What follows belongs to an exercise in optimizing a design on an open flow for small area; a production flow would make more cautious choices. Function was checked by simulation only, so behaviour that the tests miss may differ from the original. The clock port is modelled as an ideal driver; clocking choices that lean on that would not hold on a real chip.

## FIR_FILTER
module FIR_FILTER (clk, rst, data_valid, data, fir_valid, fir_d);
For scale: ~1,800 cells after synthesis.
==> flow/config.mk <==
export PLATFORM = sky130hd
export DESIGN_NAME = FIR_FILTER
export DESIGN_NICKNAME = FIR_FILTER
export VERILOG_FILES = /design/flow/design.v
export SDC_FILE = /design/flow/constraint.sdc
export NUM_CORES = 4
export LEC_CHECK = 0
export CAP_MARGIN = 20
export CORE_MARGIN = 2
export CORE_UTILIZATION = 60
export GPL_TIMING_DRIVEN = 0
export SLEW_MARGIN = 20
export SYNTH_HIERARCHICAL = 1
==> flow/constraint.sdc <==
create_clock -name core_clock -period 15.0 [get_ports {clk}]
set_input_delay 3.0000 -clock core_clock [delete_from_list [all_inputs] [get_ports {clk}]]
set_output_delay 3.0000 -clock core_clock [all_outputs]
set_load 0.01 [all_outputs]
standard.sh (not shown) runs the stock make flow with config.mk's settings and CLKGATE_MAP_FILE= SYNTH_SCRIPT=/design/flow/synth_recipe.tcl, a recipe that flattens the netlist after the stock synthesis.
==> flow/flow/run.sh <==
#!/bin/bash
# The standard layout, run stage by stage:
# - floorplan: pre-CTS setup repair only for paths worse than -3 ns (the clock skew
#   added after CTS gives the adder paths into the output register more time)
# - CTS: no dummy loads, sink clusters of up to 10 flops on clkbuf_4, then
#   flow/skew.tcl delays the output register's clock and repairs timing
# - port buffers: buf_1
set -euo pipefail
here=$(pwd)
export CTS_ARGS="-sink_clustering_enable -repair_clock_nets -buf_list sky130_fd_sc_hd__clkbuf_4 -sink_clustering_size 10 -sink_clustering_max_diameter 60 -dont_use_dummy_load"
export BUFFER_PORTS_ARGS="-buffer_cell sky130_fd_sc_hd__buf_1"
export SKEW_MIN_BIT=7
export SKEW_CELLS="dlygate4sd3_1 dlygate4sd3_1 dlygate4sd3_1 clkbuf_8"
SETUP_SLACK_MARGIN=-3 bash standard.sh floorplan > floorplan.log 2>&1
bash standard.sh place > place.log 2>&1
SKIP_CTS_REPAIR_TIMING=1 POST_CTS_TCL=$here/flow/skew.tcl bash standard.sh cts > cts.log 2>&1
bash standard.sh > finish.log 2>&1
==> flow/flow/skew.tcl <==
# Post-CTS hook: delay the clock of the output register r (its D inputs end the
# long adder paths; its Q outputs only feed the output ports through a short
# incrementer). Useful skew on the register-to-register paths into r.
set block [ord::get_db_block]
set db [ord::get_db]
set rinsts {}
set nr 0
set minbit [expr {[info exists ::env(SKEW_MIN_BIT)] ? $::env(SKEW_MIN_BIT) : 0}]
foreach inst [$block getInsts] {
  if {[regexp {^r\\?\[(\d+)\\?\]\$_DFF_P_$} [$inst getName] -> bit]} {
    incr nr
    if {$bit >= $minbit} { lappend rinsts $inst }
  }
}
puts "skew: delaying [llength $rinsts] of $nr output-register flops"
if {$nr != 16} { error "skew: expected 16 output-register flops" }
set srcnet [[[lindex $rinsts 0] findITerm CLK] getNet]
set sx 0; set sy 0
foreach r $rinsts { set loc [$r getLocation]; set sx [expr {$sx + [lindex $loc 0]}]; set sy [expr {$sy + [lindex $loc 1]}] }
set cx [expr {int($sx / [llength $rinsts])}]
set cy [expr {int($sy / [llength $rinsts])}]
set prev $srcnet
set i 0
foreach c $::env(SKEW_CELLS) {
  set m [$db findMaster sky130_fd_sc_hd__$c]
  set inst [odb::dbInst_create $block $m "skew_dly_$i"]
  set net [odb::dbNet_create $block "skew_net_$i"]
  $net setSigType CLOCK
  [$inst findITerm A] connect $prev
  [$inst findITerm X] connect $net
  $inst setLocation $cx $cy
  $inst setPlacementStatus PLACED
  set prev $net
  incr i
}
foreach r $rinsts {
  set it [$r findITerm CLK]
  $it disconnect
  $it connect $prev
}
global_connect
detailed_placement
estimate_parasitics -placement
report_clock_skew
repair_timing_helper
detailed_placement
check_placement -verbose
estimate_parasitics -placement
report_checks -path_delay max -format end
report_checks -path_delay min -format end
The first run finished clean.
Then changed:
--- a/flow/flow/run.sh
+++ b/flow/flow/run.sh
@@ -10,5 +10,4 @@
 export CTS_ARGS="-sink_clustering_enable -repair_clock_nets -buf_list sky130_fd_sc_hd__clkbuf_4 -sink_clustering_size 10 -sink_clustering_max_diameter 60 -dont_use_dummy_load"
 export BUFFER_PORTS_ARGS="-buffer_cell sky130_fd_sc_hd__buf_1"
-export SKEW_MIN_BIT=7
 export SKEW_CELLS="dlygate4sd3_1 dlygate4sd3_1 dlygate4sd3_1 clkbuf_8"
 SETUP_SLACK_MARGIN=-3 bash standard.sh floorplan > floorplan.log 2>&1
Fmax goes down by 4.1%.
Worst hold slack gets worse by 15 ps.
Wire length hardly moves.
Area after synthesis is unchanged.
Global-route usage hardly moves.
Core utilization is about the same.
Final area hardly moves.
Via count hardly moves.
First-iteration DRC count grows by about 0.4%.

* * *

north:
FIR_FILTER, a different RTL version from the one above (not shown whole).
Size in the first run: roughly 1800 cells after synthesis, about 530 flip-flops, ~36 I/O pins, roughly 0.033 sq mm of cells after synthesis.
clock: 15.0 ns
lec_check: 0
cap_margin: 20
core_margin: 2
core_utilization: 60
gpl_timing_driven: 0
slew_margin: 20
synth_hierarchical: 1
==> flow/flow/run.sh <==
#!/bin/bash
# The standard layout, run stage by stage:
# - floorplan: pre-CTS setup repair only for paths worse than -3 ns (the clock skew
#   added after CTS gives the adder paths into the output register more time)
# - CTS: no dummy loads, sink clusters of up to 10 flops on clkbuf_4, then
#   flow/skew.tcl delays the output register's clock and repairs timing
# - port buffers: buf_1
set -euo pipefail
here=$(pwd)
export CTS_ARGS="-sink_clustering_enable -repair_clock_nets -buf_list sky130_fd_sc_hd__clkbuf_4 -sink_clustering_size 12 -sink_clustering_max_diameter 40 -dont_use_dummy_load"
export BUFFER_PORTS_ARGS="-buffer_cell sky130_fd_sc_hd__buf_1"
export SKEW_CELLS="dlygate4sd3_1 dlygate4sd3_1 dlygate4sd3_1 clkbuf_8"
SETUP_SLACK_MARGIN=-3 bash standard.sh floorplan > floorplan.log 2>&1
bash standard.sh place > place.log 2>&1
SKIP_CTS_REPAIR_TIMING=1 POST_CTS_TCL=$here/flow/skew.tcl bash standard.sh cts > cts.log 2>&1
bash standard.sh > finish.log 2>&1
Other scripts of this flow, unchanged in this note and not shown: flow/flow/skew.tcl
## Diff of input files: south against north
diff --git a/flow/flow/run.sh b/flow/flow/run.sh
--- a/flow/flow/run.sh
+++ b/flow/flow/run.sh
@@ -8,5 +8,5 @@
 set -euo pipefail
 here=$(pwd)
-export CTS_ARGS="-sink_clustering_enable -repair_clock_nets -buf_list sky130_fd_sc_hd__clkbuf_4 -sink_clustering_size 12 -sink_clustering_max_diameter 40 -dont_use_dummy_load"
+export CTS_ARGS="-sink_clustering_enable -repair_clock_nets -buf_list sky130_fd_sc_hd__clkbuf_4 -sink_clustering_size 10 -sink_clustering_max_diameter 60 -dont_use_dummy_load"
 export BUFFER_PORTS_ARGS="-buffer_cell sky130_fd_sc_hd__buf_1"
 export SKEW_CELLS="dlygate4sd3_1 dlygate4sd3_1 dlygate4sd3_1 clkbuf_8"
[summary]
Looking at highest layer used for signal routing, the met5 result is from north; the met4 one comes from south.
south vs north on worst hold margin: south is the lower one.
Any difference in total area of multi-input combinational cells between north and south is small enough to ignore.
The final non-filler cell area of north and that of south are within noise of each other.
Across both runs, maximum frequency was lower for south than for north.
## Diff of input files: east against south
diff --git a/flow/flow/run.sh b/flow/flow/run.sh
--- a/flow/flow/run.sh
+++ b/flow/flow/run.sh
@@ -10,5 +10,5 @@
 export CTS_ARGS="-sink_clustering_enable -repair_clock_nets -buf_list sky130_fd_sc_hd__clkbuf_4 -sink_clustering_size 10 -sink_clustering_max_diameter 60 -dont_use_dummy_load"
 export BUFFER_PORTS_ARGS="-buffer_cell sky130_fd_sc_hd__buf_1"
-export SKEW_CELLS="dlygate4sd3_1 dlygate4sd3_1 dlygate4sd3_1 clkbuf_8"
+export SKEW_CELLS="dlygate4sd3_1 dlygate4sd3_1 dlygate4sd3_1 dlygate4sd3_1 clkbuf_8"
 SETUP_SLACK_MARGIN=-3 bash standard.sh floorplan > floorplan.log 2>&1
 bash standard.sh place > place.log 2>&1
Findings:
- south → east: worst hold path depth has increased; final setup skew has increased.

==> afterwards: timing with drivers on the ports <==
In the flow no input, the clock included, has a driving cell. The finished layouts below were timed again as built, in two steps.
Step 1 assumes that a clkbuf_16 drives the clock port and a buf_2 every other input.
Step 2, shift: input delay + t, output delay - t, t = (earliest + latest rising clock arrival at the registers) / 2. This alone moves slack from input paths to output paths.
Slacks: no drivers / after step 1 / after step 2; pairs: no drivers / after step 1.
run	shift t [ns]	setup slack, ns	worst setup path at the end	latest minus earliest clock arrival (ns)
the first run of note 1	1.713	1.045 / 1.045 / 1.045	register to register	1.870 / 1.870
the second run of note 1	1.722	0.442 / 0.442 / 0.442	register to register	1.872 / 1.871
north	1.701	0.585 / 0.585 / 0.585	register to register	1.807 / 1.807
south	1.726	0.228 / 0.228 / 0.228	register to register	1.854 / 1.855
east	1.998	0.287 / 0.287 / 0.287	register to register	2.378 / 2.378
Clock arrivals are far apart in every run listed, so t is only a midpoint there and step 2 fits no single register.
